Background: an optimization exercise with open tools, aiming at small area and a short achievable clock period. Do not read the settings as production practice.
The RTL was checked by simulation tests, not by an equivalence proof against the original design.
The flow treats the clock pin as an ideal source, which a real chip does not have.

==> flow/design.v, too long to show whole: its modules and the start of the top module <==
// module mul32lo: 904 lines
// module add32bk: 89 lines
// module alu_top: 90 lines
module alu_top (
    input  wire        clk,
    input  wire [31:0] a,
    input  wire [31:0] b,
    input  wire [3:0]  opcode,
    output wire [31:0] result,
    output wire        zero_flag,
    output wire        carry_flag,
    output wire        sign_flag,
    output wire        overflow_flag
);
  // ...
==> flow/flow/run.sh <==
#!/bin/bash
# The standard layout (standard.sh), with these changes:
#  - synthesis without the early generic "abc -fast" pass, so that the full
#    adders written in the RTL reach extract_fa as written (no inverters
#    between adder cells); registers are unchanged,
#  - the smallest buffer cell for the port buffers.
# The SDC and the clock period are the standard flow's. Each tool's output goes to the
# ORFS logs under orfs/logs; make's own output to standard.log.
cp standard.sh standard_sh.txt
bash standard.sh SYNTH_ARGS=-noabc SETUP_SLACK_MARGIN=${MARGIN:-7} \
  "BUFFER_PORTS_ARGS=-buffer_cell sky130_fd_sc_hd__buf_1" finish > standard.log 2>&1
==> flow/standard.sh <==
#!/bin/bash
# synth_recipe.tcl (not shown) runs the flow's synth.tcl, then flattens the netlist and writes it again
# the make line also repeats each setting of config.mk as NAME=value (left out here)
make -C /OpenROAD-flow-scripts/flow DESIGN_CONFIG=/design/flow/config.mk WORK_HOME=/design/flow/orfs CLKGATE_MAP_FILE= SYNTH_SCRIPT=/design/flow/synth_recipe.tcl "${@:-finish}"
==> flow/config.mk <==
export PLATFORM = sky130hd
export DESIGN_NAME = alu_top
export DESIGN_NICKNAME = alu_top
export VERILOG_FILES = /design/flow/design.v
export SDC_FILE = /design/flow/constraint.sdc
export NUM_CORES = 4
export LEC_CHECK = 0
export CAP_MARGIN = 20
export CORE_MARGIN = 2
export CORE_UTILIZATION = 40
export SLEW_MARGIN = 20
==> flow/constraint.sdc <==
create_clock -name core_clock -period 12.0 [get_ports {clk}]
set_input_delay 2.4000 -clock core_clock [delete_from_list [all_inputs] [get_ports {clk}]]
set_output_delay 2.4000 -clock core_clock [all_outputs]
set_load 0.01 [all_outputs]
==> results.cfg, run 1 <==
[timing]
final_period_minus_worst_setup_slack_ps = 5420
final_critical_path_setup_slack_ps = 6580
final_min_period_over_clock_period_pct = 45.2
setup_tns_after_final_layout_ps = 0

[drt]
routed-wl-met2_mm = 31.4
routed_wirelength_mm = 70.9
routed_wire_length_on_met3_mm = 8.83

[synth]
synth.yosys.seq_area_share_pct = 14.4
mux_cell_area_share_after_synthesis_pct = 0.252
yosys_register_bits = 122
synth_simple_gate_area_share_pct = 7.49

[layout]
nFlopsAndLatches = 122
multi_input_combinational_cell_area_mm2 = 0.0146

[place]
place_worst_setup_slack_ps = 6280

[cts]
insertion_delay_ps = 440
cts_tree = built
cts_buffers = 17

[worst_setup_path]
crit_start = neg_q[10]
critPathMaxFanout = 15

[floorplanning]
total_i_o_pin_count = 105
initial_core_util_pct = 40.4

[outcome]
outcome = timing/DRC/antenna clean

[grt]
groute.layer.met2.usage_pct = 49.2
global_route.usage.met1_pct = 38.9
grt-busiest-layer = met2

[job]
max-cap-violations = 0
==> run 2: changes to the inputs <==
--- a/flow/flow/run.sh
+++ b/flow/flow/run.sh
@@ -5,2 +5,4 @@
 #    between adder cells); registers are unchanged,
+#  - after clock tree synthesis, flow/skew.tcl delays the clock of the second
+#    register stage (useful skew for the paths between the two stages),
 #  - the smallest buffer cell for the port buffers.
@@ -9,3 +11,6 @@
 cp standard.sh standard_sh.txt
-bash standard.sh SYNTH_ARGS=-noabc SETUP_SLACK_MARGIN=${MARGIN:-7} \
-  "BUFFER_PORTS_ARGS=-buffer_cell sky130_fd_sc_hd__buf_1" finish > standard.log 2>&1
+bash standard.sh SYNTH_ARGS=-noabc SETUP_SLACK_MARGIN=6.8 \
+  "BUFFER_PORTS_ARGS=-buffer_cell sky130_fd_sc_hd__buf_1" \
+  POST_CTS_TCL=$PWD/flow/skew.tcl \
+  "SKEW_CHAIN=sky130_fd_sc_hd__clkdlybuf4s50_1 sky130_fd_sc_hd__clkbuf_4" \
+  finish > standard.log 2>&1
==> flow/flow/skew.tcl (new file) <==
# Sourced by ORFS after clock tree synthesis (POST_CTS_TCL).
# Delays the clock of the second register stage (the registers written from
# the multiplier and adder) by a short buffer chain, so that the paths between
# the two register stages get more of the cycle. The registers' clock stays a
# buffered branch of the same clock tree; input and output paths only lose
# time from this.
set stage2_re {^(res_q|cy_q|ovp_q|ari_q)(\[|\$)}
set chain $::env(SKEW_CHAIN)

set db [ord::get_db]
set block [ord::get_db_block]

set groups [dict create]
foreach inst [$block getInsts] {
  if { [regexp $stage2_re [$inst getName]] } {
    set it [$inst findITerm CLK]
    dict lappend groups [[$it getNet] getName] $inst
  }
}

set k 0
dict for {netname insts} $groups {
  set net [$block findNet $netname]
  set sx 0
  set sy 0
  foreach i $insts {
    set loc [$i getLocation]
    set sx [expr { $sx + [lindex $loc 0] }]
    set sy [expr { $sy + [lindex $loc 1] }]
  }
  set n [llength $insts]
  set cx [expr { int($sx / $n) }]
  set cy [expr { int($sy / $n) }]
  set prev $net
  set j 0
  foreach cell $chain {
    set m [$db findMaster $cell]
    set b [odb::dbInst_create $block $m "skewbuf_${k}_${j}"]
    set nn [odb::dbNet_create $block "skewclk_${k}_${j}"]
    $nn setSigType CLOCK
    [$b findITerm A] connect $prev
    [$b findITerm X] connect $nn
    $b setLocation $cx $cy
    $b setPlacementStatus PLACED
    set prev $nn
    incr j
  }
  foreach i $insts {
    set it [$i findITerm CLK]
    $it disconnect
    $it connect $prev
  }
  puts "skew: group $k on $netname: $n registers"
  incr k
}
global_connect

detailed_placement
estimate_parasitics -placement
report_worst_slack -max
report_worst_slack -min
repair_timing_helper
detailed_placement
check_placement -verbose
estimate_parasitics -placement
report_worst_slack -max
report_worst_slack -min
report_checks -from [all_inputs] -to [all_registers -data_pins] -format end
report_checks -from [all_registers -clock_pins] -to [all_registers -data_pins] -format end
report_checks -from [all_registers -clock_pins] -to [all_outputs] -format end
==> run 2 against run 1 <==
Die area stayed put. Maximum frequency is 2.5% higher. Sequential cell count stayed put. Routed wire length is 3.3% lower. Synthesized area stayed put. Final cell count hardly changed. Sequential share of layout area is 0.096 points higher. Hold slack worse by 180 ps. Synthesized cell count stayed put. Critical path type unchanged.
==> results.cfg, run 2 <==
[cts]
insertion_delay_ps = 1100
cts_tree = built
clock_transition_time_at_the_flip_flop_clock_pins_of_the_worst_setup_and_hold_paths_ps = 60
clock_sink_count = 122

[grt]
grt_pass1_vias = 16000
grt.total_usage_pct = 30.7
grt_first_pass_wirelength_mm = 100
antenna_found_initial = 0
global_route.overflow_total = 0
grt_start_max_net_pins = 66

[worst_setup_path]
crit_slowest_cell = sky130_fd_sc_hd__fa_2
worst_setup_path_start_kind = flip-flop
critPathMaxFanout = 17
critical_path.endpoint = res_q[31]
worstPathCellList = buf_12, a22oi_2, xnor2_1, fa_2, fa_2, fa_2, fa_2, fa_2, ha_4, and3_4, nor2_2, o2bb2ai_2, o32ai_2, a31oi_2, buf_4, a21oi_4, a21oi_2, xnor2_2, o211ai_1
critical_path.endpoint_type = flip-flop
timing.critical_path.mode_cell = sky130_fd_sc_hd__fa_2
worstReg2RegStart = x_q[16]
path_delay_family = adder cells
timing.reg2reg.setup_slack_ps = 6710
cp_data_required_time_ps = 12310
worst_r2r_endpoint = res_q[31]
critical_path_arrival_ps = 5600
path_class = flip-flop to flip-flop
crit_cells = 19
slowest_delay_ps = 600
worst-r2r-cell-count = 19
critical_path_buf_inv_count = 2
crit_start = x_q[16]

[layout]
area.growth.synth_to_final_pct = 24.0
highest_count_cells_in_the_layout_ignoring_fill_and_taps = sky130_fd_sc_hd__xnor2_1 (298), sky130_fd_sc_hd__a22oi_1 (253), sky130_fd_sc_hd__fa_1 (182), sky130_fd_sc_hd__buf_1 (104), sky130_fd_sc_hd__nand2_1 (92)
leading_cell_type_in_the_layout_fill_and_taps_excluded = sky130_fd_sc_hd__xnor2_1
finish.cell_count_without_fillers = 2414
fill_cells = 3773
largest_registers = res_q: 32 flops, x_q: 32 flops
share_of_post_route_cells_with_drive_strength_above_1_pct = 20.2
layout.nets = 2239

[floorplanning]
core-area_mm2 = 0.0419
fp-row-count = 75
die_h_um = 210
initial_core_util_pct = 40.4
total_i_o_pin_count = 105
die_area_mm2 = 0.0439
die_w_um = 210

[drt]
route.top_layer_used = met4
drc_errors = 0
routedWlPerCell_um = 28.4
post_route_met1_wirelength_mm = 26.4
routed_via_density = 6.48
drt_iter0_drc = 2079
postRouteAntennaNets = 0
dr.pass1.iters = 9
routed-wl-met2_mm = 30.4
routed_wirelength_mm = 68.5
routed_wire_length_on_met3_mm = 7.22
via_count = 15700

[synth]
xor_xnor_share_of_the_synthesized_area_pct = 19.1
mux_cell_area_share_after_synthesis_pct = 0.252
yosys_register_bits = 122
yosysTopAreaCellShare_pct = 25.6
async_flop_share_pct = 0
mappedNetlistArea_mm2 = 0.0169
post_synth.cell_area_avg_um2 = 9.55
synthDominantAreaCellType = sky130_fd_sc_hd__fa_1
synth_top_cells_by_count = sky130_fd_sc_hd__xnor2_1 (315), sky130_fd_sc_hd__a22oi_1 (296), sky130_fd_sc_hd__fa_1 (216), sky130_fd_sc_hd__dfxtp_1 (122), sky130_fd_sc_hd__clkbuf_1 (116)
synth.yosys.seq_area_share_pct = 14.4
syn_nets = 2148
dominantRegCellSynth = sky130_fd_sc_hd__dfxtp_1
post_synth_num_cell_types = 68
adder_cell_fraction_of_synth_area_pct = 32.5
synth_top_family_by_area = adder cells
synth.yosys.warnings = 1
synth_compound_area_share_pct = 21.6
yosysMostFrequentCell = sky130_fd_sc_hd__xnor2_1
synth_simple_gate_area_share_pct = 7.49
ys_top_cells_by_area = sky130_fd_sc_hd__fa_1 (26%), sky130_fd_sc_hd__xnor2_1 (16%), sky130_fd_sc_hd__dfxtp_1 (14%)
synth_edf_count = 0
synth_cells = 1770

[timing]
worst_slew_pin_slew_ps = 1020
final_period_minus_worst_setup_slack_ps = 5290
grt_setup_unrepaired = yes
setup_tns_after_final_layout_ps = 0
final-max-slew-violation-count = 0
timing.max_slew.rel_slack_pct = 31.9
finalSetupViolCount = 0
finClkSkew_ps = 667
finalHoldViolations = 0
fmaxAchievable_ghz = 0.189
final_min_period_over_clock_period_pct = 44.1

[outcome]
outcome = timing/DRC/antenna clean

[place]
io_buffer_count = 104
detailed_place_hpwl_mm = 41.6
finalWeightedCongestion = 0.931
numPlacedInstances = 2297

[hold_path]
holdCritPathClass = flip-flop to flip-flop
holdPathStages = 2

[job]
max-cap-violations = 0
-- run 2: cell types whose count changed in the layout (fill, tap and decap cells not counted), sizes merged --
cell,previous run,this run
clkbuf,20,23
buf,220,219
clkdlybuf4s50,0,1
diode,1,2
inv,35,33
dlygate4sd3,0,2
bufbuf,19,17
clkinvlp,1,2
clkinv,3,2
-- run 2: final cells by class, without the clock buffers --
type / instances / area, um^2 / share of cell area, %
Multi-Input combinational cell: 1449 / 14500 / 69.2
Clock inverter: 12 / 163 / 0.776
Buffer: 2 / 17.5 / 0.0836
Tap cell: 539 / 674 / 3.22
Sequential cell: 122 / 2570 / 12.3
Antenna cell: 2 / 5.00 / 0.0239
Timing Repair Buffer: 241 / 2470 / 11.8
Inverter: 28 / 105 / 0.502
-- run 2: layer usage --
layer	vias up	GRT usage (%)
li1	6458	-
met1	7782	39.1
met2	1130	47.8
met3	283	7.87
met4	0	17.0
met5	-	0
-- run 2: worst reg2reg max path, delay by kind of cell, from the launching register on --
kind	cells	cell delay, ps
flip-flops	1	320
adder cells (fa/ha/maj)	6	2760
buffers and inverters	2	330
AO/OA/AOI/OAI	7	1140
AND/OR/NAND/NOR	2	250
XOR/XNOR	2	360
-- run 2: how the worst min path moves through the flow --
stage / slack (ps) / start / endpoint
after global routing: 230 / s_add / cy_q
after global placement: 360 / s_ari / ari_q
after detailed placement: 370 / s_ari / ari_q
after floorplan: 350 / s_ari / ari_q
final: 210 / x_q[30] / cy_q
-- run 2: cells by family (layout without fill, tap and decap cells) --
kind of cell,count (synthesis),in the layout
xor gates and xnor gates,369,369
buffers and inverters,199,302
other,0,2
and+or+nand+nor,276,276
muxes,4,4
adders and majority gates,309,309
AOI/OAI and AO/OA,491,491
DFF,122,122
-- run 2: metrics by stage --
step                      utilization (%)  hold WS (ps)  setup WS, ps  area (um^2)
after floorplan                         -           352          6800        17000
after global placement               42.4           362          6160        17800
after detailed placement             42.4           367          6050        17800
after global routing                 50.1           231          6580        20900
final                                50.1           208          6710        21000
==> run 3: changes to the inputs <==
--- a/flow/flow/skew.tcl
+++ b/flow/flow/skew.tcl
@@ -6,3 +6,3 @@
 # time from this.
-set stage2_re {^(res_q|cy_q|ovp_q|ari_q)(\[|\$)}
+set stage2_re {^(res_q|cy_q|ovp_q|ari_q)(\\?\[|\$)}
 set chain $::env(SKEW_CHAIN)
==> run 3 against run 2 <==
Clock skew shrank 18 ps. Via count shrank 2.2%. Largest cell class unchanged.
==> results.cfg, run 3 <==
[floorplanning]
total_i_o_pin_count = 105
initial_core_util_pct = 40.4
core-area_mm2 = 0.0419
die_area_mm2 = 0.0439
die_h_um = 210
die_w_um = 210
fp-row-count = 75

[drt]
drc_errors = 0
postRouteAntennaNets = 0
via_count = 15300
routedWlPerCell_um = 27.6
routed_via_density = 6.38
routed_wirelength_mm = 66.3
dr.pass1.iters = 8
drt_iter0_drc = 1828

[synth]
synth.yosys.seq_area_share_pct = 14.4
synth.yosys.warnings = 1
ys_top_cells_by_area = sky130_fd_sc_hd__fa_1 (26%), sky130_fd_sc_hd__xnor2_1 (16%), sky130_fd_sc_hd__dfxtp_1 (14%)
async_flop_share_pct = 0
yosysMostFrequentCell = sky130_fd_sc_hd__xnor2_1
synth_top_cells_by_count = sky130_fd_sc_hd__xnor2_1 (315), sky130_fd_sc_hd__a22oi_1 (296), sky130_fd_sc_hd__fa_1 (216), sky130_fd_sc_hd__dfxtp_1 (122), sky130_fd_sc_hd__clkbuf_1 (116)
dominantRegCellSynth = sky130_fd_sc_hd__dfxtp_1
synthDominantAreaCellType = sky130_fd_sc_hd__fa_1
syn_nets = 2148
synth_cells = 1770
synth_edf_count = 0
mappedNetlistArea_mm2 = 0.0169
yosys_register_bits = 122
yosysTopAreaCellShare_pct = 25.6
post_synth.cell_area_avg_um2 = 9.55
post_synth_num_cell_types = 68

[timing]
finalHoldViolations = 0
fmaxAchievable_ghz = 0.197
grt_setup_unrepaired = no
setup_tns_after_final_layout_ps = 0
finClkSkew_ps = 649
final-max-slew-violation-count = 0
final_critical_path_setup_slack_ps = 6920
worst_slew_pin_slew_ps = 1030
final_period_minus_worst_setup_slack_ps = 5080
final_min_period_over_clock_period_pct = 42.4
timing.max_slew.rel_slack_pct = 31.0
finalSetupViolCount = 0

[grt]
global_route.overflow_total = 0
antenna_found_initial = 1
grt_start_max_net_pins = 66
grt.total_usage_pct = 30.2
grt_first_pass_wirelength_mm = 98.7
grt_pass1_vias = 15900

[layout]
leading_cell_type_in_the_layout_fill_and_taps_excluded = sky130_fd_sc_hd__xnor2_1
final_core_util_pct = 48.4
share_of_post_route_cells_with_drive_strength_above_1_pct = 14.8
layout.nets = 2223
largest_registers = res_q: 32 flops, x_q: 32 flops
highest_count_cells_in_the_layout_ignoring_fill_and_taps = sky130_fd_sc_hd__xnor2_1 (309), sky130_fd_sc_hd__a22oi_1 (283), sky130_fd_sc_hd__fa_1 (197), sky130_fd_sc_hd__buf_1 (104), sky130_fd_sc_hd__nand2_1 (92)
area.growth.synth_to_final_pct = 19.8

[worst_setup_path]
critPathMaxFanout = 2
worst_setup_path_start_kind = flip-flop
path_class = flip-flop to primary output
critical_path.endpoint_type = primary output
worst-r2r-cell-count = 18
critical_path_arrival_ps = 2680
timing.reg2reg.setup_slack_ps = 7210
worstReg2RegStart = x_q[14]
worst_r2r_endpoint = res_q[5]
cp_data_required_time_ps = 9600

[outcome]
outcome = timing/DRC/antenna clean

[job]
max-cap-violations = 0

[place]
place_worst_setup_slack_ps = 6050
io_buffer_count = 104
finalWeightedCongestion = 0.931
detailed_place_hpwl_mm = 41.6

[cts]
clock_sink_count = 122
cts_tree = built
clock_transition_time_at_the_flip_flop_clock_pins_of_the_worst_setup_and_hold_paths_ps = 110
insertion_delay_ps = 1080

[hold_path]
holdCritPathClass = flip-flop to flip-flop
worst_hold_path.endpoint = res_q[15]
min_from = s_mul
holdPathStages = 3
==> run 3: how the worst max path moves through the flow <==
stage          startpoint         to  slack [ps]  depth (start not counted)
6_report         res_q[9]  zero_flag        6920                          4
5_1_grt          res_q[9]  zero_flag        6800                          4
2_1_floorplan   one_q[10]  res_q[29]        6800                         19
3_3_place_gp     two_q[0]  res_q[29]        6160                         18
3_5_place_dp     neg_q[3]  res_q[29]        6050                         16
==> run 3: critical path, cell delays in order, from the launching register on <==
cell	delay (ps)
sky130_fd_sc_hd__dfxtp_1	380
sky130_fd_sc_hd__nor4b_1	610
sky130_fd_sc_hd__nand4_1	240
sky130_fd_sc_hd__nor3_1	200
sky130_fd_sc_hd__buf_1	160
==> run 3: area by class of cell, without the clock buffers <==
type | count | area, um^2
Inverter | 28 | 105
Buffer | 14 | 123
Fill cell | 3849 | 21600
Tap cell | 539 | 674
Timing Repair Buffer | 213 | 2100
Sequential cell | 122 | 2540
Antenna cell | 1 | 2.50
Multi-Input combinational cell | 1449 | 14100
Clock inverter | 12 | 163
==> run 3: layer usage <==
| layer | wire (um) | global-route usage [%] | vias to the layer above | part of all wire [%] |
|---|---|---|---|---|
| met2 | 29900 | 47.5 | 990 | 45 |
| met3 | 6850 | 8.57 | 219 | 10 |
| met1 | 26100 | 38.1 | 7663 | 39 |
| met5 | 16 | 0 | - | 0.024 |
| li1 | - | - | 6428 | - |
| met4 | 3410 | 15.1 | 2 | 5.1 |
==> run 3: stage by stage <==
stage	hold slack, ps	cells	instance area, um^2
floorplan	352	1770	17000
global placement	362	2297	17800
detailed placement	367	2297	17800
global route	109	2396	20300
finish	95.7	2397	20300
==> run 3: cells by family after synthesis <==
kind of cell    after synthesis  synth area share, %
compound gates              491                 21.6
fa+ha+maj                   309                 32.5
buf+inv                     199                 4.59
simple gates                276                 7.49
flops                       122                 14.4
xor+xnor                    369                 19.1
mux                           4                0.252
==> run 4: changes to the inputs <==
--- a/flow/flow/run.sh
+++ b/flow/flow/run.sh
@@ -11,6 +11,6 @@
 cp standard.sh standard_sh.txt
-bash standard.sh SYNTH_ARGS=-noabc SETUP_SLACK_MARGIN=6.8 \
+bash standard.sh SYNTH_ARGS=-noabc SETUP_SLACK_MARGIN=7.6 \
   "BUFFER_PORTS_ARGS=-buffer_cell sky130_fd_sc_hd__buf_1" \
   POST_CTS_TCL=$PWD/flow/skew.tcl \
-  "SKEW_CHAIN=sky130_fd_sc_hd__clkdlybuf4s50_1 sky130_fd_sc_hd__clkbuf_4" \
+  "SKEW_CHAIN=sky130_fd_sc_hd__clkdlybuf4s50_1 sky130_fd_sc_hd__clkbuf_2 sky130_fd_sc_hd__clkbuf_4" \
   finish > standard.log 2>&1
==> run 4 against run 3 <==
Die area did not move. Final cell count rose by 1.7%. Synthesized area stayed put. First-iteration DRC count rose by 31%. Hold slack got worse by 82 ps. Clock skew is 89 ps higher. Routed wire length rose by 11%. Worst setup slack better by 410 ps. Sequential cell count stayed put. Global-route usage increased by 2.9 points. Synthesized cell count unchanged. Critical endpoint unchanged. Largest cell class unchanged.
==> results.cfg, run 4 <==
[outcome]
outcome = timing/DRC/antenna clean

[timing]
finalHoldViolations = 0
worst_slew_pin_slew_ps = 1050
final_critical_path_setup_slack_ps = 7330
setup_tns_after_final_layout_ps = 0
whs_ps = 14.0
final_period_minus_worst_setup_slack_ps = 4670
finClkSkew_ps = 738
finalSetupViolCount = 0
final_min_period_over_clock_period_pct = 38.9
timing.max_slew.rel_slack_pct = 29.9
fmaxAchievable_ghz = 0.214
grt_setup_unrepaired = yes
final-max-slew-violation-count = 0

[drt]
dr.pass1.iters = 8
via_count = 16100
route.top_layer_used = met5
drt_iter0_drc = 2389
routed_wirelength_mm = 73.8
postRouteAntennaNets = 0
routed_wire_length_on_met3_mm = 9.27
post_route_met1_wirelength_mm = 26.8
routed-wl-met2_mm = 31.9
routed_via_density = 6.59
routedWlPerCell_um = 30.3
drc_errors = 0

[cts]
clock_sink_count = 122
insertion_delay_ps = 1160
cts_tree = built
clock_transition_time_at_the_flip_flop_clock_pins_of_the_worst_setup_and_hold_paths_ps = 90

[place]
place_worst_setup_slack_ps = 6190
io_buffer_count = 104
finalWeightedCongestion = 0.929
detailed_place_hpwl_mm = 40.8

[grt]
antenna_found_initial = 6
grt_first_pass_wirelength_mm = 107
grt_start_max_net_pins = 66
grt.total_usage_pct = 33.1
grt_pass1_vias = 16700
global_route.overflow_total = 0

[floorplanning]
fp-row-count = 75
core-area_mm2 = 0.0419
die_h_um = 210
die_w_um = 210
total_i_o_pin_count = 105
die_area_mm2 = 0.0439
initial_core_util_pct = 40.4

[synth]
post_synth.cell_area_avg_um2 = 9.55
synth_top_cells_by_count = sky130_fd_sc_hd__xnor2_1 (315), sky130_fd_sc_hd__a22oi_1 (296), sky130_fd_sc_hd__fa_1 (216), sky130_fd_sc_hd__dfxtp_1 (122), sky130_fd_sc_hd__clkbuf_1 (116)
synthDominantAreaCellType = sky130_fd_sc_hd__fa_1
syn_nets = 2148
async_flop_share_pct = 0
dominantRegCellSynth = sky130_fd_sc_hd__dfxtp_1
synth.yosys.warnings = 1
yosysTopAreaCellShare_pct = 25.6
mappedNetlistArea_mm2 = 0.0169
yosysMostFrequentCell = sky130_fd_sc_hd__xnor2_1
post_synth_num_cell_types = 68
ys_top_cells_by_area = sky130_fd_sc_hd__fa_1 (26%), sky130_fd_sc_hd__xnor2_1 (16%), sky130_fd_sc_hd__dfxtp_1 (14%)
synth_edf_count = 0
yosys_register_bits = 122
synth.yosys.seq_area_share_pct = 14.4
synth_cells = 1770

[worst_setup_path]
worstPathCellList = nor4_4, nand4_1, nor3_1, buf_2
critPathMaxFanout = 2
path_class = flip-flop to primary output
critical_path_arrival_ps = 2270
critical_path_buf_inv_count = 1
cp_data_required_time_ps = 9600
crit_slowest_cell = sky130_fd_sc_hd__dfxtp_2
slowest_delay_ps = 350
critical_path.endpoint_type = primary output
worst_setup_path_start_kind = flip-flop
path_delay_family = simple AND/OR/NAND/NOR gates

[layout]
share_of_post_route_cells_with_drive_strength_above_1_pct = 22.7
largest_registers = res_q: 32 flops, x_q: 32 flops
layout.nets = 2263
antenna_cells_inserted = 0
leading_cell_type_in_the_layout_fill_and_taps_excluded = sky130_fd_sc_hd__xnor2_1
highest_count_cells_in_the_layout_ignoring_fill_and_taps = sky130_fd_sc_hd__xnor2_1 (297), sky130_fd_sc_hd__a22oi_1 (248), sky130_fd_sc_hd__fa_1 (180), sky130_fd_sc_hd__buf_1 (101), sky130_fd_sc_hd__nand2_1 (91)
fill_cells = 3643
area.growth.synth_to_final_pct = 27.2

[hold_path]
holdCritPathClass = flip-flop to flip-flop

[job]
max-cap-violations = 0
run 4: cell counts after synthesis:
Identical to the previous run, type by type.
run 4: per-stage QoR:
stage          std cells  cell area, um^2  utilization, %
6_report            2437            21500            51.4
2_1_floorplan       1770            17700               -
3_3_place_gp        2285            18000            43.0
3_5_place_dp        2285            18000            43.0
5_1_grt             2437            21500            51.4
run 4: cell families (layout without fill, tap and decap cells):
| group | Yosys count | after routing | synth area share, % |
|---|---|---|---|
| muxes | 4 | 4 | 0.252 |
| adders and majority gates | 309 | 309 | 32.5 |
| and+or+nand+nor | 276 | 276 | 7.49 |
| AOI/OAI and AO/OA | 491 | 491 | 21.6 |
| DFF | 122 | 122 | 14.4 |
| xor gates and xnor gates | 369 | 369 | 19.1 |
| buffers and inverters | 199 | 327 | 4.59 |
run 4: worst paths after layout:
path,start,endpoint,slack [ps],cells past startpoint
worst min-delay path,s_mul,res_q[13],10,3
worst min register to register,s_mul,res_q[13],10,3
worst max-delay path,res_q[10],zero_flag,7330,4
worst max register to register,x_q[0],res_q[29],7350,19
run 4: routing by layer:
metal  vias to the layer above  track usage [%]
met1                      7902             39.8
met4                         4             23.8
met3                       368             11.3
met5                         -                0
met2                      1268             49.5
li1                       6513                -
run 4: layout make-up, without the clock buffers:
| class | count | area, um^2 | share of cell area [%] |
|---|---|---|---|
| Multi-Input combinational cell | 1449 | 14800 | 68.6 |
| Sequential cell | 122 | 2610 | 12.1 |
| Timing Repair Buffer | 246 | 2600 | 12.1 |
| Tap cell | 539 | 674 | 3.14 |
| Buffer | 21 | 158 | 0.733 |
| Clock inverter | 12 | 138 | 0.640 |
| Inverter | 28 | 105 | 0.489 |
run 4: worst min-delay path: cells and delay by family, from the launching register on:
kind / cells / cell delay [ps]
flip-flops: 1 / 290
AND/OR/NAND/NOR: 2 / 170
buffers and inverters: 1 / 230
==> run 5: changes to the inputs <==
--- a/flow/flow/run.sh
+++ b/flow/flow/run.sh
@@ -7,3 +7,4 @@
 #    register stage (useful skew for the paths between the two stages),
-#  - the smallest buffer cell for the port buffers.
+#  - the smallest buffer cell for the port buffers,
+#  - no gate cloning in timing repair.
 # The SDC and the clock period are the standard flow's. Each tool's output goes to the
@@ -11,6 +12,6 @@
 cp standard.sh standard_sh.txt
-bash standard.sh SYNTH_ARGS=-noabc SETUP_SLACK_MARGIN=7.6 \
+bash standard.sh SYNTH_ARGS=-noabc SETUP_SLACK_MARGIN=7.3 SKIP_GATE_CLONING=1 \
   "BUFFER_PORTS_ARGS=-buffer_cell sky130_fd_sc_hd__buf_1" \
   POST_CTS_TCL=$PWD/flow/skew.tcl \
-  "SKEW_CHAIN=sky130_fd_sc_hd__clkdlybuf4s50_1 sky130_fd_sc_hd__clkbuf_2 sky130_fd_sc_hd__clkbuf_4" \
+  "SKEW_CHAIN=sky130_fd_sc_hd__clkdlybuf4s50_1 sky130_fd_sc_hd__clkbuf_4" \
   finish > standard.log 2>&1
==> run 5 against run 4 <==
Still clean. Synthesized area is the same. Clock skew shrank 95 ps. Via count shrank 0.11%. Sequential share of layout area shrank 0.15 points. Utilization shrank 0.73 points. Die area is the same. Critical path type is now flip-flop to flip-flop.
==> results.cfg, run 5 <==
[outcome]
outcome = timing/DRC/antenna clean

[timing]
final_period_minus_worst_setup_slack_ps = 4640
fmaxAchievable_ghz = 0.215
finClkSkew_ps = 643
final-max-slew-violation-count = 0
timing.max_slew.rel_slack_pct = 27.8
final_critical_path_setup_slack_ps = 7360
worst_slew_pin_slew_ps = 1080
grt_setup_unrepaired = yes
setup_tns_after_final_layout_ps = 0
finalSetupViolCount = 0
final_min_period_over_clock_period_pct = 38.7
finalHoldViolations = 0

[synth]
synth_cells = 1770
synth.yosys.warnings = 1
synth.yosys.seq_area_share_pct = 14.4
post_synth.cell_area_avg_um2 = 9.55
synth_simple_gate_area_share_pct = 7.49
yosys_register_bits = 122
adder_cell_fraction_of_synth_area_pct = 32.5
synth_top_family_by_area = adder cells
yosysMostFrequentCell = sky130_fd_sc_hd__xnor2_1
xor_xnor_share_of_the_synthesized_area_pct = 19.1
post_synth_num_cell_types = 68
synth_top_cells_by_count = sky130_fd_sc_hd__xnor2_1 (315), sky130_fd_sc_hd__a22oi_1 (296), sky130_fd_sc_hd__fa_1 (216), sky130_fd_sc_hd__dfxtp_1 (122), sky130_fd_sc_hd__clkbuf_1 (116)
ys_top_cells_by_area = sky130_fd_sc_hd__fa_1 (26%), sky130_fd_sc_hd__xnor2_1 (16%), sky130_fd_sc_hd__dfxtp_1 (14%)
synth_edf_count = 0
syn_nets = 2148
synth_compound_area_share_pct = 21.6
async_flop_share_pct = 0
synthDominantAreaCellType = sky130_fd_sc_hd__fa_1
dominantRegCellSynth = sky130_fd_sc_hd__dfxtp_1
mappedNetlistArea_mm2 = 0.0169
mux_cell_area_share_after_synthesis_pct = 0.252
yosysTopAreaCellShare_pct = 25.6

[worst_setup_path]
worst_setup_path_start_kind = flip-flop
worst-r2r-cell-count = 18
path_class = flip-flop to flip-flop
crit_start = x_q[1]
critPathMaxFanout = 6
worstReg2RegStart = x_q[1]
critical_path_arrival_ps = 5590
cp_data_required_time_ps = 12950
critical_path.endpoint_type = flip-flop

[floorplanning]
core-area_mm2 = 0.0419
fp-row-count = 75
initial_core_util_pct = 40.4
die_h_um = 210
die_area_mm2 = 0.0439
die_w_um = 210
total_i_o_pin_count = 105

[cts]
cts_tree = built
insertion_delay_ps = 1070
clock_transition_time_at_the_flip_flop_clock_pins_of_the_worst_setup_and_hold_paths_ps = 70
clock_sink_count = 122

[place]
numPlacedInstances = 2286
place_worst_setup_slack_ps = 6230
detailed_place_hpwl_mm = 41.0
finalWeightedCongestion = 0.957
io_buffer_count = 104

[layout]
share_of_post_route_cells_with_drive_strength_above_1_pct = 20.9
fill_cells = 3730
finish.cell_count_without_fillers = 2444
largest_registers = res_q: 32 flops, x_q: 32 flops
area.growth.synth_to_final_pct = 25.4
highest_count_cells_in_the_layout_ignoring_fill_and_taps = sky130_fd_sc_hd__xnor2_1 (304), sky130_fd_sc_hd__a22oi_1 (258), sky130_fd_sc_hd__fa_1 (180), sky130_fd_sc_hd__buf_1 (103), sky130_fd_sc_hd__nand2_1 (91)
layout.nets = 2271
leading_cell_type_in_the_layout_fill_and_taps_excluded = sky130_fd_sc_hd__xnor2_1
antenna_cells_inserted = 0

[drt]
routedWlPerCell_um = 29.1
dr.pass1.iters = 12
routed_via_density = 6.56
routed_wirelength_mm = 71.2
postRouteAntennaNets = 0
drt_iter0_drc = 2330
drc_errors = 0
via_count = 16000

[hold_path]
holdPathStages = 2
min_from = axb31
holdCritPathClass = flip-flop to flip-flop

[grt]
global_route.overflow_total = 0
grt.total_usage_pct = 31.9
grt_first_pass_wirelength_mm = 103
antenna_found_initial = 1
grt_start_max_net_pins = 66
grt_pass1_vias = 16200

[job]
max-cap-violations = 0
==> run 5: logic make-up (layout without fill, tap and decap cells) <==
logic type,after synthesis,count (layout)
AOI/OAI and AO/OA,491,491
xor gates and xnor gates,369,369
adders and majority gates,309,309
buffers and inverters,199,334
DFF,122,122
muxes,4,4
and+or+nand+nor,276,276
==> run 5: final timing paths <==
| check | end | slack, ps |
|---|---|---|
| worst max-delay path | res_q[29] | 7360 |
| worst min-delay path | ovp_q | 30 |
| worst max register to register | res_q[29] | 7360 |
| worst min register to register | ovp_q | 30 |
==> run 5: metrics by stage <==
| step | hold slack, ps | cell area [um^2] | utilization, % |
|---|---|---|---|
| 2_1_floorplan | 352 | 17700 | - |
| 3_3_place_gp | 380 | 18000 | 43.0 |
| 3_5_place_dp | 382 | 18000 | 43.0 |
| 5_1_grt | 74.2 | 21200 | 50.7 |
| 6_report | 29.5 | 21200 | 50.7 |
==> run 5: cell type report, without the clock buffers <==
type                    instances  area [um^2]  share of cell area, %
repair buffers                261         2560                   12.1
well taps                     539          674                   3.18
multi-input cells            1449        14600                   68.7
inverters                      28          105                  0.496
clock inverters                14          209                  0.985
plain buffers                  14          123                  0.578
flip-flops and latches        122         2540                   12.0
==> run 5: layer usage <==
| layer | wire, um | vias up | track usage, % |
|---|---|---|---|
| li1 | - | 6520 | - |
| met1 | 25900 | 7934 | 39.2 |
| met2 | 31400 | 1251 | 48.2 |
| met5 | 63 | - | 0 |
| met3 | 8410 | 328 | 9.52 |
| met4 | 5410 | 4 | 21.9 |
==> run 5: worst max-delay path, cell delays in order, from the launching register on <==
cell and delay, ps:
sky130_fd_sc_hd__dfxtp_2 330, sky130_fd_sc_hd__buf_12 140, sky130_fd_sc_hd__buf_4 170, sky130_fd_sc_hd__a22oi_2 200, sky130_fd_sc_hd__xnor2_2 140, sky130_fd_sc_hd__fa_1 500, sky130_fd_sc_hd__fa_2 510, sky130_fd_sc_hd__fa_2 380
sky130_fd_sc_hd__fa_1 600, sky130_fd_sc_hd__fa_1 480, sky130_fd_sc_hd__ha_4 300, sky130_fd_sc_hd__a21o_1 170, sky130_fd_sc_hd__a21oi_2 170, sky130_fd_sc_hd__o32ai_2 110, sky130_fd_sc_hd__a31oi_2 210, sky130_fd_sc_hd__nand2b_1 120
sky130_fd_sc_hd__a21oi_2 170, sky130_fd_sc_hd__xnor2_1 120, sky130_fd_sc_hd__a221o_1 310
==> run 6: changes to the inputs <==
--- a/flow/flow/run.sh
+++ b/flow/flow/run.sh
@@ -7,4 +7,3 @@
 #    register stage (useful skew for the paths between the two stages),
-#  - the smallest buffer cell for the port buffers,
-#  - no gate cloning in timing repair.
+#  - the smallest buffer cell for the port buffers.
 # The SDC and the clock period are the standard flow's. Each tool's output goes to the
@@ -12,3 +11,3 @@
 cp standard.sh standard_sh.txt
-bash standard.sh SYNTH_ARGS=-noabc SETUP_SLACK_MARGIN=7.3 SKIP_GATE_CLONING=1 \
+bash standard.sh SYNTH_ARGS=-noabc SETUP_SLACK_MARGIN=7.3 \
   "BUFFER_PORTS_ARGS=-buffer_cell sky130_fd_sc_hd__buf_1" \
==> run 6 against run 5 <==
Still clean. Highest routed layer is now met4. Die area stayed put. Clock skew hardly changed. Register-to-register slack worse by 40 ps. Final cell count is 1.0% lower. Critical path type unchanged. Synthesized cell count stayed put. Design area hardly changed. Synthesized area stayed put. First-iteration DRC count is 7.1% lower.
==> results.cfg, run 6 <==
[outcome]
outcome = timing/DRC/antenna clean

[synth]
yosysMostFrequentCell = sky130_fd_sc_hd__xnor2_1
synth.yosys.warnings = 1
mappedNetlistArea_mm2 = 0.0169
dominantRegCellSynth = sky130_fd_sc_hd__dfxtp_1
synth.yosys.seq_area_share_pct = 14.4
ys_top_cells_by_area = sky130_fd_sc_hd__fa_1 (26%), sky130_fd_sc_hd__xnor2_1 (16%), sky130_fd_sc_hd__dfxtp_1 (14%)
synth_cells = 1770
synth_top_cells_by_count = sky130_fd_sc_hd__xnor2_1 (315), sky130_fd_sc_hd__a22oi_1 (296), sky130_fd_sc_hd__fa_1 (216), sky130_fd_sc_hd__dfxtp_1 (122), sky130_fd_sc_hd__clkbuf_1 (116)
post_synth.cell_area_avg_um2 = 9.55
syn_nets = 2148
synthDominantAreaCellType = sky130_fd_sc_hd__fa_1
synth_edf_count = 0
post_synth_num_cell_types = 68
async_flop_share_pct = 0
yosys_register_bits = 122
yosysTopAreaCellShare_pct = 25.6

[cts]
insertion_delay_ps = 1060
cts_tree = built
clock_transition_time_at_the_flip_flop_clock_pins_of_the_worst_setup_and_hold_paths_ps = 70
clock_sink_count = 122

[grt]
antenna_found_initial = 1
grt_pass1_vias = 16300
grt.total_usage_pct = 32.5
grt_start_max_net_pins = 66
global_route.overflow_total = 0
grt_first_pass_wirelength_mm = 105

[drt]
via_count = 16000
drt_iter0_drc = 2165
routed_via_density = 6.63
drc_errors = 0
dr.pass1.iters = 9
routed_wirelength_mm = 72.7
postRouteAntennaNets = 0
routedWlPerCell_um = 30.0

[timing]
finalSetupViolCount = 0
final-max-slew-violation-count = 0
timing.max_slew.rel_slack_pct = 29.0
finClkSkew_ps = 643
final_min_period_over_clock_period_pct = 39.1
final_critical_path_setup_slack_ps = 7310
fmaxAchievable_ghz = 0.213
setup_tns_after_final_layout_ps = 0
finalHoldViolations = 0
final_period_minus_worst_setup_slack_ps = 4690
grt_setup_unrepaired = yes
worst_slew_pin_slew_ps = 1060

[worst_setup_path]
critical_path_arrival_ps = 5620
crit_slowest_cell = sky130_fd_sc_hd__fa_1
timing.critical_path.mode_cell = sky130_fd_sc_hd__fa_1
critPathMaxFanout = 16
path_delay_family = adder cells
path_class = flip-flop to flip-flop
worst_setup_path_start_kind = flip-flop
worstReg2RegStart = one_q[0]
worst-r2r-cell-count = 18
worst_r2r_endpoint = res_q[26]
critical_path.endpoint_type = flip-flop
worstPathCellList = buf_12, a22oi_2, xnor2_1, fa_2, fa_1, fa_1, fa_1, fa_1, ha_4, and3_1, nor2_2, o2bb2ai_2, nor2_1, a21oi_2, o21bai_4, a21oi_2, xnor2_2, a221o_1
timing.reg2reg.setup_slack_ps = 7310
slowest_delay_ps = 570
critical_path_buf_inv_count = 1
cp_data_required_time_ps = 12930

[layout]
largest_registers = res_q: 32 flops, x_q: 32 flops
layout.nets = 2244
regArea_mm2 = 0.00259
fill_cells = 3720
highest_count_cells_in_the_layout_ignoring_fill_and_taps = sky130_fd_sc_hd__xnor2_1 (302), sky130_fd_sc_hd__a22oi_1 (239), sky130_fd_sc_hd__fa_1 (185), sky130_fd_sc_hd__buf_1 (103), sky130_fd_sc_hd__nand2_1 (91)
multi_input_combinational_cell_area_mm2 = 0.0146
share_of_post_route_cells_with_drive_strength_above_1_pct = 21.3
area.growth.synth_to_final_pct = 25.4
leading_cell_type_in_the_layout_fill_and_taps_excluded = sky130_fd_sc_hd__xnor2_1

[floorplanning]
core-area_mm2 = 0.0419
total_i_o_pin_count = 105
die_area_mm2 = 0.0439
fp-row-count = 75
die_h_um = 210
die_w_um = 210
initial_core_util_pct = 40.4

[hold_path]
holdCritPathClass = flip-flop to flip-flop
holdPathStages = 2
min_from = axb31
worst_hold_path.endpoint = ovp_q

[place]
io_buffer_count = 104
place_worst_setup_slack_ps = 6230
detailed_place_hpwl_mm = 41.0
finalWeightedCongestion = 0.957

[job]
max-cap-violations = 0

[power_and_ir_drop]
run 6: cells by family (layout without fill, tap and decap cells):
kind of cell             Yosys count  in the layout  synth area share [%]
AO/OA/AOI/OAI                    491            491                  21.6
XOR/XNOR                         369            369                  19.1
adder cells (fa/ha/maj)          309            309                  32.5
buffers and inverters            199            307                  4.59
flip-flops                       122            122                  14.4
multiplexers                       4              4                 0.252
other                              0              2                     0
AND/OR/NAND/NOR                  276            276                  7.49
run 6: worst max-delay path by stage:
stage                        start        end  slack (ps)  depth (start not counted)
after global routing      one_q[1]  res_q[26]        7250                         18
final                     one_q[0]  res_q[26]        7310                         18
after floorplan             x_q[0]  res_q[29]        7070                         20
after detailed placement  two_q[5]  res_q[29]        6230                         16
after global placement    two_q[5]  res_q[29]        6320                         16
run 6: layout make-up, without the clock buffers:
type / instances / share of cell area (%)
multi-input combinational: 1449 / 68.8
sequential: 122 / 12.2
timing repair buffer: 234 / 11.7
tap: 539 / 3.18
clock inverter: 14 / 0.985
buffer: 14 / 0.578
inverter: 28 / 0.513
antenna: 2 / 0.0236
run 6: per-layer routing:
metal | global-route usage, % | vias up | routed length, um
met4 | 23.6 | 0 | 5850
met2 | 48.6 | 1242 | 31500
met5 | 0 | - | 0
met3 | 11.7 | 364 | 9150
li1 | - | 6482 | -
met1 | 38.7 | 7959 | 26100
run 6: per-stage QoR:
step | hold WS, ps | area (um^2) | cells | utilization [%]
global route | 84.7 | 21200 | 2417 | 50.7
global placement | 380 | 18000 | 2286 | 43.0
finish | 57.0 | 21200 | 2419 | 50.7
detailed placement | 382 | 18000 | 2286 | 43.0
floorplan | 352 | 17700 | 1770 | -
run 6: worst reg2reg max path: cells and delay by family, from the launching register on:
family	cells	cell delay [ps]
flops	1	410
compound gates	6	1110
xor+xnor	2	290
fa+ha+maj	6	2720
buf+inv	1	200
simple gates	3	440
==> run 7: changes to the inputs <==
--- a/flow/config.mk
+++ b/flow/config.mk
@@ -9,3 +9,3 @@
 export CORE_MARGIN = 2
-export CORE_UTILIZATION = 40
+export CORE_UTILIZATION = 60
 export SLEW_MARGIN = 20
==> run 7 against run 6 <==
Sequential share of layout area up 0.29 points. Routed wire length down 3.1%. Synthesized cell count unchanged. Critical endpoint is now res_q[23]. First-iteration DRC count up 6.0%. Critical path depth down 2. Hold slack better by 11 ps. Die area down 33%. Still clean on timing, DRC and antenna.
==> results.cfg, run 7 <==
[outcome]
outcome = timing/DRC/antenna clean

[synth]
synth.yosys.warnings = 1
dominantRegCellSynth = sky130_fd_sc_hd__dfxtp_1
yosysTopAreaCellShare_pct = 25.6
synth_top_cells_by_count = sky130_fd_sc_hd__xnor2_1 (315), sky130_fd_sc_hd__a22oi_1 (296), sky130_fd_sc_hd__fa_1 (216), sky130_fd_sc_hd__dfxtp_1 (122), sky130_fd_sc_hd__clkbuf_1 (116)
post_synth.cell_area_avg_um2 = 9.55
post_synth_num_cell_types = 68
syn_nets = 2148
yosys_register_bits = 122
ys_top_cells_by_area = sky130_fd_sc_hd__fa_1 (26%), sky130_fd_sc_hd__xnor2_1 (16%), sky130_fd_sc_hd__dfxtp_1 (14%)
yosysMostFrequentCell = sky130_fd_sc_hd__xnor2_1
synth_edf_count = 0
synthDominantAreaCellType = sky130_fd_sc_hd__fa_1
synth_cells = 1770
synth.yosys.seq_area_share_pct = 14.4
mappedNetlistArea_mm2 = 0.0169
async_flop_share_pct = 0

[drt]
routedWlPerCell_um = 31.3
postRouteAntennaNets = 0
dr.pass1.iters = 13
via_count = 16100
drt_iter0_drc = 2294
routed_via_density = 7.17
routed_wirelength_mm = 70.5
drc_errors = 0

[floorplanning]
die_w_um = 172
total_i_o_pin_count = 105
fp-row-count = 61
initial_core_util_pct = 60.8
core-area_mm2 = 0.0278
die_h_um = 172
die_area_mm2 = 0.0295

[worst_setup_path]
critical_path.endpoint_type = flip-flop
cp_data_required_time_ps = 12920
path_class = flip-flop to flip-flop
critical_path_arrival_ps = 5590
crit_slowest_cell = sky130_fd_sc_hd__fa_1
worst_setup_path_start_kind = flip-flop
path_delay_family = adder cells
critical_path_buf_inv_count = 1
slowest_delay_ps = 540
critPathMaxFanout = 6
worstPathCellList = clkbuf_16, a22oi_1, xnor2_1, ha_1, fa_1, fa_1, fa_1, fa_1, ha_4, nand2_1, a211oi_4, nand2b_4, a21oi_1, o21ai_1, xor2_2, a221o_1
timing.critical_path.mode_cell = sky130_fd_sc_hd__fa_1

[layout]
largest_registers = res_q: 32 flops, x_q: 32 flops
layout.nets = 2237
share_of_post_route_cells_with_drive_strength_above_1_pct = 19.3
highest_count_cells_in_the_layout_ignoring_fill_and_taps = sky130_fd_sc_hd__xnor2_1 (302), sky130_fd_sc_hd__a22oi_1 (256), sky130_fd_sc_hd__fa_1 (186), sky130_fd_sc_hd__buf_1 (103), sky130_fd_sc_hd__nand2_1 (91)
area.growth.synth_to_final_pct = 22.6
leading_cell_type_in_the_layout_fill_and_taps_excluded = sky130_fd_sc_hd__xnor2_1
final_core_util_pct = 74.6

[grt]
grt_pass1_vias = 16100
grt_first_pass_wirelength_mm = 102
grt_start_max_net_pins = 66
grt.total_usage_pct = 47.9
antenna_found_initial = 2
global_route.overflow_total = 0

[place]
io_buffer_count = 104
place_worst_setup_slack_ps = 6330
finalWeightedCongestion = 0.983
detailed_place_hpwl_mm = 41.8

[cts]
clock_sink_count = 122
clock_transition_time_at_the_flip_flop_clock_pins_of_the_worst_setup_and_hold_paths_ps = 90
cts_tree = built
insertion_delay_ps = 1070

[timing]
finalHoldViolations = 0
fmaxAchievable_ghz = 0.214
finalSetupViolCount = 0
worst_slew_pin_slew_ps = 865
final_period_minus_worst_setup_slack_ps = 4670
grt_setup_unrepaired = yes
final_critical_path_setup_slack_ps = 7330
finClkSkew_ps = 662
timing.max_slew.rel_slack_pct = 42.4
setup_tns_after_final_layout_ps = 0
final_min_period_over_clock_period_pct = 38.9
final-max-slew-violation-count = 0

[hold_path]
holdCritPathClass = flip-flop to flip-flop

[job]
max-cap-violations = 0
==> run 7: path summary, 6_finish.rpt <==
path,slack [ps],start,endpoint,depth (start not counted)
max,7330,one_q[1],res_q[23],16
min,70,s_mul,res_q[11],3
max reg2reg,7330,one_q[1],res_q[23],16
min reg2reg,70,s_mul,res_q[11],3
==> run 7: worst register-to-register path, cell delays in order (launching register included) <==
cell	delay [ps]
sky130_fd_sc_hd__dfxtp_4	400
sky130_fd_sc_hd__clkbuf_16	200
sky130_fd_sc_hd__a22oi_1	210
sky130_fd_sc_hd__xnor2_1	120
sky130_fd_sc_hd__ha_1	340
sky130_fd_sc_hd__fa_1	530
sky130_fd_sc_hd__fa_1	470
sky130_fd_sc_hd__fa_1	540
sky130_fd_sc_hd__fa_1	460
sky130_fd_sc_hd__ha_4	330
sky130_fd_sc_hd__nand2_1	90
sky130_fd_sc_hd__a211oi_4	330
sky130_fd_sc_hd__nand2b_4	220
sky130_fd_sc_hd__a21oi_1	120
sky130_fd_sc_hd__o21ai_1	230
sky130_fd_sc_hd__xor2_2	160
sky130_fd_sc_hd__a221o_1	410
==> run 7: logic make-up (layout without fill, tap and decap cells) <==
family	after synthesis	after routing	share of synthesized area (%)
AO/OA/AOI/OAI	491	491	21.6
buffers and inverters	199	301	4.59
AND/OR/NAND/NOR	276	276	7.49
other	0	1	0
multiplexers	4	4	0.252
flip-flops	122	122	14.4
adder cells (fa/ha/maj)	309	309	32.5
XOR/XNOR	369	369	19.1
==> run 7: area by class of cell, without the clock buffers <==
class,instances,area (um^2)
Antenna cell,1,2.50
Buffer,14,123
Clock inverter,15,198
Fill cell,2002,7060
Inverter,28,105
Multi-Input combinational cell,1449,14500
Sequential cell,122,2590
Tap cell,378,473
Timing Repair Buffer,227,2350
==> run 7: per-layer routing <==
metal	GRT usage [%]	wire length, um	vias up
li1	-	-	6470
met1	55.3	23700	7765
met2	71.6	29800	1425
met3	18.7	9990	473
met4	36.2	6960	4
met5	1.39	62	-
==> run 7: per-stage QoR <==
step	std cells	instance area [um^2]	hold WS [ps]
2_1_floorplan	1770	17700	352
3_3_place_gp	2128	17800	364
3_5_place_dp	2128	17800	368
5_1_grt	2250	20700	60.2
6_report	2251	20700	68.4
==> run 8: changes to the inputs <==
--- a/flow/config.mk
+++ b/flow/config.mk
@@ -10,2 +10,3 @@
 export CORE_UTILIZATION = 60
+export GPL_TIMING_DRIVEN = 0
 export SLEW_MARGIN = 20
==> run 8 against run 7 <==
Die area stayed put. Sequential cell count stayed put. Sequential share of layout area is 0.63 points lower. Utilization increased by 3.0 points. Final cell count increased by 5.4%. Maximum frequency fell by 14%. First-iteration DRC count up 42%. Via count is 4.3% higher. Synthesized area stayed put. Routed wire length rose by 1.9%.
==> results.cfg, run 8 <==
[cts]
insertion_delay_ps = 1070
clock_sink_count = 122
clock_transition_time_at_the_flip_flop_clock_pins_of_the_worst_setup_and_hold_paths_ps = 70
cts_tree = built

[timing]
final_period_minus_worst_setup_slack_ps = 5450
whs_ps = 142
grt_setup_unrepaired = yes
setup_tns_after_final_layout_ps = 0
finalSetupViolCount = 0
fmaxAchievable_ghz = 0.183
final-max-slew-violation-count = 0
finalHoldViolations = 0
timing.max_slew.rel_slack_pct = 52.1
finClkSkew_ps = 672
final_min_period_over_clock_period_pct = 45.4
worst_slew_pin_slew_ps = 719

[drt]
drt_iter0_drc = 3261
dr.pass1.iters = 11
routedWlPerCell_um = 30.3
postRouteAntennaNets = 0
via_count = 16800
drc_errors = 0
routed_wirelength_mm = 71.8
routed_via_density = 7.10

[worst_setup_path]
critical_path_buf_inv_count = 4
worst_setup_path_start_kind = flip-flop
critical_path_arrival_ps = 6350
cp_data_required_time_ps = 12900
slowest_delay_ps = 590
worstPathCellList = clkbuf_8, a22oi_1, xnor2_1, fa_1, fa_1, fa_1, fa_1, ha_4, buf_4, nand2_1, a211oi_4, buf_4, a31oi_2, buf_6, nand2b_4, a21oi_4, xnor2_4, a221o_1
critPathMaxFanout = 10
path_delay_family = adder cells
path_class = flip-flop to flip-flop
timing.critical_path.mode_cell = sky130_fd_sc_hd__fa_1
critical_path.endpoint_type = flip-flop
crit_slowest_cell = sky130_fd_sc_hd__a211oi_4

[synth]
synth.yosys.seq_area_share_pct = 14.4
ys_top_cells_by_area = sky130_fd_sc_hd__fa_1 (26%), sky130_fd_sc_hd__xnor2_1 (16%), sky130_fd_sc_hd__dfxtp_1 (14%)
yosysMostFrequentCell = sky130_fd_sc_hd__xnor2_1
dominantRegCellSynth = sky130_fd_sc_hd__dfxtp_1
synth.yosys.warnings = 1
post_synth_num_cell_types = 68
async_flop_share_pct = 0
synthDominantAreaCellType = sky130_fd_sc_hd__fa_1
post_synth.cell_area_avg_um2 = 9.55
yosys_register_bits = 122
yosysTopAreaCellShare_pct = 25.6
synth_top_cells_by_count = sky130_fd_sc_hd__xnor2_1 (315), sky130_fd_sc_hd__a22oi_1 (296), sky130_fd_sc_hd__fa_1 (216), sky130_fd_sc_hd__dfxtp_1 (122), sky130_fd_sc_hd__clkbuf_1 (116)
mappedNetlistArea_mm2 = 0.0169
synth_cells = 1770
syn_nets = 2148
synth_edf_count = 0

[floorplanning]
fp-row-count = 61
die_w_um = 172
core-area_mm2 = 0.0278
die_h_um = 172
die_area_mm2 = 0.0295
total_i_o_pin_count = 105
initial_core_util_pct = 60.8

[place]
detailed_place_hpwl_mm = 51.6
numPlacedInstances = 2250
finalWeightedCongestion = 1.10
io_buffer_count = 102

[grt]
grt.total_usage_pct = 48.1
global_route.overflow_total = 0
antenna_found_initial = 0
grt_start_max_net_pins = 17
grt_pass1_vias = 16500
grt_first_pass_wirelength_mm = 103

[outcome]
outcome = timing/DRC/antenna clean

[layout]
share_of_post_route_cells_with_drive_strength_above_1_pct = 24.0
leading_cell_type_in_the_layout_fill_and_taps_excluded = sky130_fd_sc_hd__xnor2_1
regArea_mm2 = 0.00256
layout.nets = 2358
highest_count_cells_in_the_layout_ignoring_fill_and_taps = sky130_fd_sc_hd__xnor2_1 (290), sky130_fd_sc_hd__a22oi_1 (262), sky130_fd_sc_hd__fa_1 (186), sky130_fd_sc_hd__buf_1 (104), sky130_fd_sc_hd__nand2_1 (89)
fill_cells = 1879
finish.cell_count_without_fillers = 2372
area.growth.synth_to_final_pct = 27.5
multi_input_combinational_cell_area_mm2 = 0.0148
largest_registers = res_q: 32 flops, x_q: 32 flops

[hold_path]
holdCritPathClass = flip-flop to flip-flop

[job]
max-cap-violations = 0
[run 8: area by class of cell, without the clock buffers]
cell class	instances	share of cell area [%]
clock inverters	14	0.987
diodes	2	0.0232
flip-flops and latches	122	11.9
repair buffers	179	5.03
inverters	28	0.488
multi-input cells	1449	68.7
plain buffers	183	8.72
well taps	378	2.19
[run 8: cell families after synthesis]
| family | synth area share, % |
|---|---|
| compound gates | 21.6 |
| xor+xnor | 19.1 |
| fa+ha+maj | 32.5 |
| simple gates | 7.49 |
| buf+inv | 4.59 |
| flops | 14.4 |
| mux | 0.252 |
[run 8: stage by stage]
step | cell area, um^2 | setup WS (ps) | util, %
floorplan | 17700 | 7070 | -
global placement | 18600 | 5510 | 66.9
detailed placement | 18600 | 5430 | 66.9
global route | 21500 | 6590 | 77.6
finish | 21600 | 6550 | 77.6
[run 8: metal layers]
layer / track usage, % / vias to the layer above / wire (um)
met5: 1.22 / - / 0
li1: - / 6700 / -
met3: 19.8 / 440 / 11100
met2: 69.5 / 1552 / 29700
met1: 59.8 / 8141 / 25300
met4: 29.7 / 0 / 5740
[run 8: final timing paths]
kind / start / to / slack (ps) / depth (start not counted)
max reg2reg: x_q[11] / res_q[29] / 6550 / 18
min reg2reg: neg_q[0] / res_q[1] / 140 / 3
min: neg_q[0] / res_q[1] / 140 / 3
max: x_q[11] / res_q[29] / 6550 / 18
[run 8: worst register-to-register path, stage by stage, from the launching register on]
cell and delay [ps]:
sky130_fd_sc_hd__dfxtp_2 510, sky130_fd_sc_hd__clkbuf_8 300, sky130_fd_sc_hd__a22oi_1 160, sky130_fd_sc_hd__xnor2_1 330, sky130_fd_sc_hd__fa_1 530, sky130_fd_sc_hd__fa_1 520
sky130_fd_sc_hd__fa_1 580, sky130_fd_sc_hd__fa_1 480, sky130_fd_sc_hd__ha_4 310, sky130_fd_sc_hd__buf_4 150, sky130_fd_sc_hd__nand2_1 100, sky130_fd_sc_hd__a211oi_4 590
sky130_fd_sc_hd__buf_4 270, sky130_fd_sc_hd__a31oi_2 110, sky130_fd_sc_hd__buf_6 180, sky130_fd_sc_hd__nand2b_4 90, sky130_fd_sc_hd__a21oi_4 70, sky130_fd_sc_hd__xnor2_4 190
sky130_fd_sc_hd__a221o_1 450
==> run 9: changes to the inputs <==
--- a/flow/flow/run.sh
+++ b/flow/flow/run.sh
@@ -11,3 +11,3 @@
 cp standard.sh standard_sh.txt
-bash standard.sh SYNTH_ARGS=-noabc SETUP_SLACK_MARGIN=7.3 \
+bash standard.sh SYNTH_ARGS=-noabc SETUP_SLACK_MARGIN=7.1 \
   "BUFFER_PORTS_ARGS=-buffer_cell sky130_fd_sc_hd__buf_1" \
--- a/flow/config.mk
+++ b/flow/config.mk
@@ -10,3 +10,2 @@
 export CORE_UTILIZATION = 60
-export GPL_TIMING_DRIVEN = 0
 export SLEW_MARGIN = 20
==> run 9 against run 8 <==
Critical path depth down 14. Utilization fell by 3.7 points. First-iteration DRC count fell by 23%. Maximum frequency rose by 16%. Die area did not move. Worst setup slack gained 730 ps.
==> results.cfg, run 9 <==
[floorplanning]
die_w_um = 172
fp-row-count = 61
die_h_um = 172
total_i_o_pin_count = 105
core-area_mm2 = 0.0278
die_area_mm2 = 0.0295
initial_core_util_pct = 60.8

[layout]
finish.cell_count_without_fillers = 2244
layout.nets = 2230
highest_count_cells_in_the_layout_ignoring_fill_and_taps = sky130_fd_sc_hd__xnor2_1 (309), sky130_fd_sc_hd__a22oi_1 (263), sky130_fd_sc_hd__fa_1 (177), sky130_fd_sc_hd__buf_1 (104), sky130_fd_sc_hd__nand2_1 (89)
final_cell_area_mm2 = 0.0205
leading_cell_type_in_the_layout_fill_and_taps_excluded = sky130_fd_sc_hd__xnor2_1
largest_registers = res_q: 32 flops, x_q: 32 flops
share_of_post_route_cells_with_drive_strength_above_1_pct = 19.1
fill_cells = 2053
area.growth.synth_to_final_pct = 21.4

[synth]
synth_top_family_by_area = adder cells
mappedNetlistArea_mm2 = 0.0169
synth_compound_area_share_pct = 21.6
yosysMostFrequentCell = sky130_fd_sc_hd__xnor2_1
xor_xnor_share_of_the_synthesized_area_pct = 19.1
post_synth_num_cell_types = 68
post_synth.cell_area_avg_um2 = 9.55
synth_simple_gate_area_share_pct = 7.49
adder_cell_fraction_of_synth_area_pct = 32.5
yosysTopAreaCellShare_pct = 25.6
synth.yosys.seq_area_share_pct = 14.4
dominantRegCellSynth = sky130_fd_sc_hd__dfxtp_1
yosys_register_bits = 122
synth_top_cells_by_count = sky130_fd_sc_hd__xnor2_1 (315), sky130_fd_sc_hd__a22oi_1 (296), sky130_fd_sc_hd__fa_1 (216), sky130_fd_sc_hd__dfxtp_1 (122), sky130_fd_sc_hd__clkbuf_1 (116)
ys_top_cells_by_area = sky130_fd_sc_hd__fa_1 (26%), sky130_fd_sc_hd__xnor2_1 (16%), sky130_fd_sc_hd__dfxtp_1 (14%)
mux_cell_area_share_after_synthesis_pct = 0.252
synth.yosys.warnings = 1
async_flop_share_pct = 0
synth_edf_count = 0
synthDominantAreaCellType = sky130_fd_sc_hd__fa_1
synth_cells = 1770
syn_nets = 2148

[job]
max-cap-violations = 0

[drt]
routed_via_density = 7.23
via_count = 16200
postRouteAntennaNets = 0
dr.pass1.iters = 8
drc_errors = 0
drt_iter0_drc = 2515
routedWlPerCell_um = 31.2
routed_wirelength_mm = 70.0

[grt]
global_route.usage.met1_pct = 55.9
grt_start_max_net_pins = 66
global_route.overflow_total = 0
antenna_found_initial = 1
groute.layer.met2.usage_pct = 71.1
grt.total_usage_pct = 47.5
grt_pass1_vias = 16100
grt-busiest-layer = met2
grt_first_pass_wirelength_mm = 101
gr-usage-met3_pct = 16.5

[cts]
insertion_delay_ps = 1050
cts_tree = built
clock_sink_count = 122
clock_transition_time_at_the_flip_flop_clock_pins_of_the_worst_setup_and_hold_paths_ps = 80

[timing]
worst_slew_pin_slew_ps = 1060
final-max-slew-violation-count = 0
finalSetupViolCount = 0
fmaxAchievable_ghz = 0.212
finalHoldViolations = 0
timing.max_slew.rel_slack_pct = 29.0
final_period_minus_worst_setup_slack_ps = 4720
final_min_period_over_clock_period_pct = 39.3
grt_setup_unrepaired = no
setup_tns_after_final_layout_ps = 0
finClkSkew_ps = 640

[place]
io_buffer_count = 104
finalWeightedCongestion = 0.975
numPlacedInstances = 2128
dpl_cell_area_mm2 = 0.0177
detailed_place_hpwl_mm = 41.0

[worst_setup_path]
timing.reg2reg.setup_slack_ps = 7330
critical_path.endpoint = zero_flag
critPathMaxFanout = 2
worstReg2RegStart = two_q[4]
cp_data_required_time_ps = 9600
critical_path_arrival_ps = 2320
critical_path.endpoint_type = primary output
path_class = flip-flop to primary output
worst_r2r_endpoint = res_q[29]
worst-r2r-cell-count = 16
crit_start = res_q[2]
worst_setup_path_start_kind = flip-flop

[hold_path]
holdCritPathClass = flip-flop to flip-flop

[outcome]
outcome = timing/DRC/antenna clean
-- run 9: cell counts after synthesis --
No cell type changed its count.
-- run 9: per-stage QoR --
stage	setup slack, ps	utilization (%)	hold WS (ps)
2_1_floorplan	7070	-	352
3_3_place_gp	6340	63.8	368
3_5_place_dp	6280	63.8	369
5_1_grt	7140	73.9	120
6_report	7280	73.9	113
-- run 9: area by class of cell, without the clock buffers --
type	instances	area, um^2	share of cell area (%)
diodes	1	2.50	0.0122
plain buffers	12	105	0.512
clock inverters	15	154	0.750
inverters	28	105	0.512
multi-input cells	1449	14400	70.1
flip-flops and latches	122	2580	12.6
well taps	378	473	2.30
repair buffers	222	2290	11.2
-- run 9: cell families (layout without fill, tap and decap cells) --
kind of cell,after synthesis,in the layout
AO/OA/AOI/OAI,491,491
buffers and inverters,199,294
other,0,1
multiplexers,4,4
adder cells (fa/ha/maj),309,309
AND/OR/NAND/NOR,276,276
flip-flops,122,122
XOR/XNOR,369,369
-- run 9: worst min path at each step --
stage          cells past startpoint         to  startpoint
3_5_place_dp                       0      ari_q       s_ari
2_1_floorplan                      0      ari_q       s_ari
6_report                           3   res_q[3]       s_mul
3_3_place_gp                       0      ari_q       s_ari
5_1_grt                            3  res_q[25]       s_mul
-- run 9: critical path, cell delays in order (launching register included) --
cell	delay (ps)
sky130_fd_sc_hd__dfxtp_1	380
sky130_fd_sc_hd__nor4b_2	380
sky130_fd_sc_hd__nand4_1	150
sky130_fd_sc_hd__nor3_1	180
sky130_fd_sc_hd__buf_1	170
-- run 9: metal layers --
metal | vias to the layer above | wire length (um)
met1 | 7959 | 24300
met4 | 2 | 6360
met2 | 1384 | 30200
li1 | 6444 | -
met3 | 434 | 9080
met5 | - | 40

==> what the ideal ports hide <==
How much do the figures lean on ideal ports? The routed layouts below were timed once more, with nothing changed but the port constraints.
Step 1, drivers: a clkbuf_16 drives clk and a buf_2 each remaining input, both assumed.
Step 2, shift: input delay + t, output delay - t, t = (earliest + latest rising clock arrival at the registers) / 2. This alone moves slack from input paths to output paths.
a / b / c = no drivers / after step 1 / after step 2; a / b = the first two.
run | t, ns | slack for setup (ns) | hold WS [ns] | latest minus earliest clock arrival (ns)
run 1 | 0.487 | 6.580 / 6.580 / 6.580 | 0.390 / 0.390 / 0.390 | 0.012 / 0.012
run 2 | 0.819 | 6.713 / 6.713 / 6.713 | 0.208 / 0.208 / 0.208 | 0.669 / 0.669
run 3 | 0.808 | 6.916 / 6.861 / 6.710 | 0.096 / 0.096 / 0.096 | 0.649 / 0.649
run 4 | 0.842 | 7.329 / 7.275 / 6.986 | 0.014 / 0.014 / 0.014 | 0.738 / 0.738
run 5 | 0.800 | 7.355 / 7.312 / 6.859 | 0.030 / 0.030 / 0.030 | 0.643 / 0.643
run 6 | 0.793 | 7.311 / 7.311 / 6.901 | 0.057 / 0.057 / 0.057 | 0.643 / 0.642
run 7 | 0.786 | 7.331 / 7.312 / 6.736 | 0.068 / 0.068 / 0.068 | 0.662 / 0.662
run 8 | 0.787 | 6.549 / 6.549 / 6.549 | 0.142 / 0.142 / 0.142 | 0.672 / 0.672
run 9 | 0.776 | 7.284 / 7.238 / 6.904 | 0.113 / 0.113 / 0.113 | 0.640 / 0.641
Clock arrivals are far apart in 8 of these runs, so t is only a midpoint there and step 2 fits no single register. For run 7, which loses most, drivers alone change the setup slack by -0.019 ns; drivers and shift together by -0.595 ns.
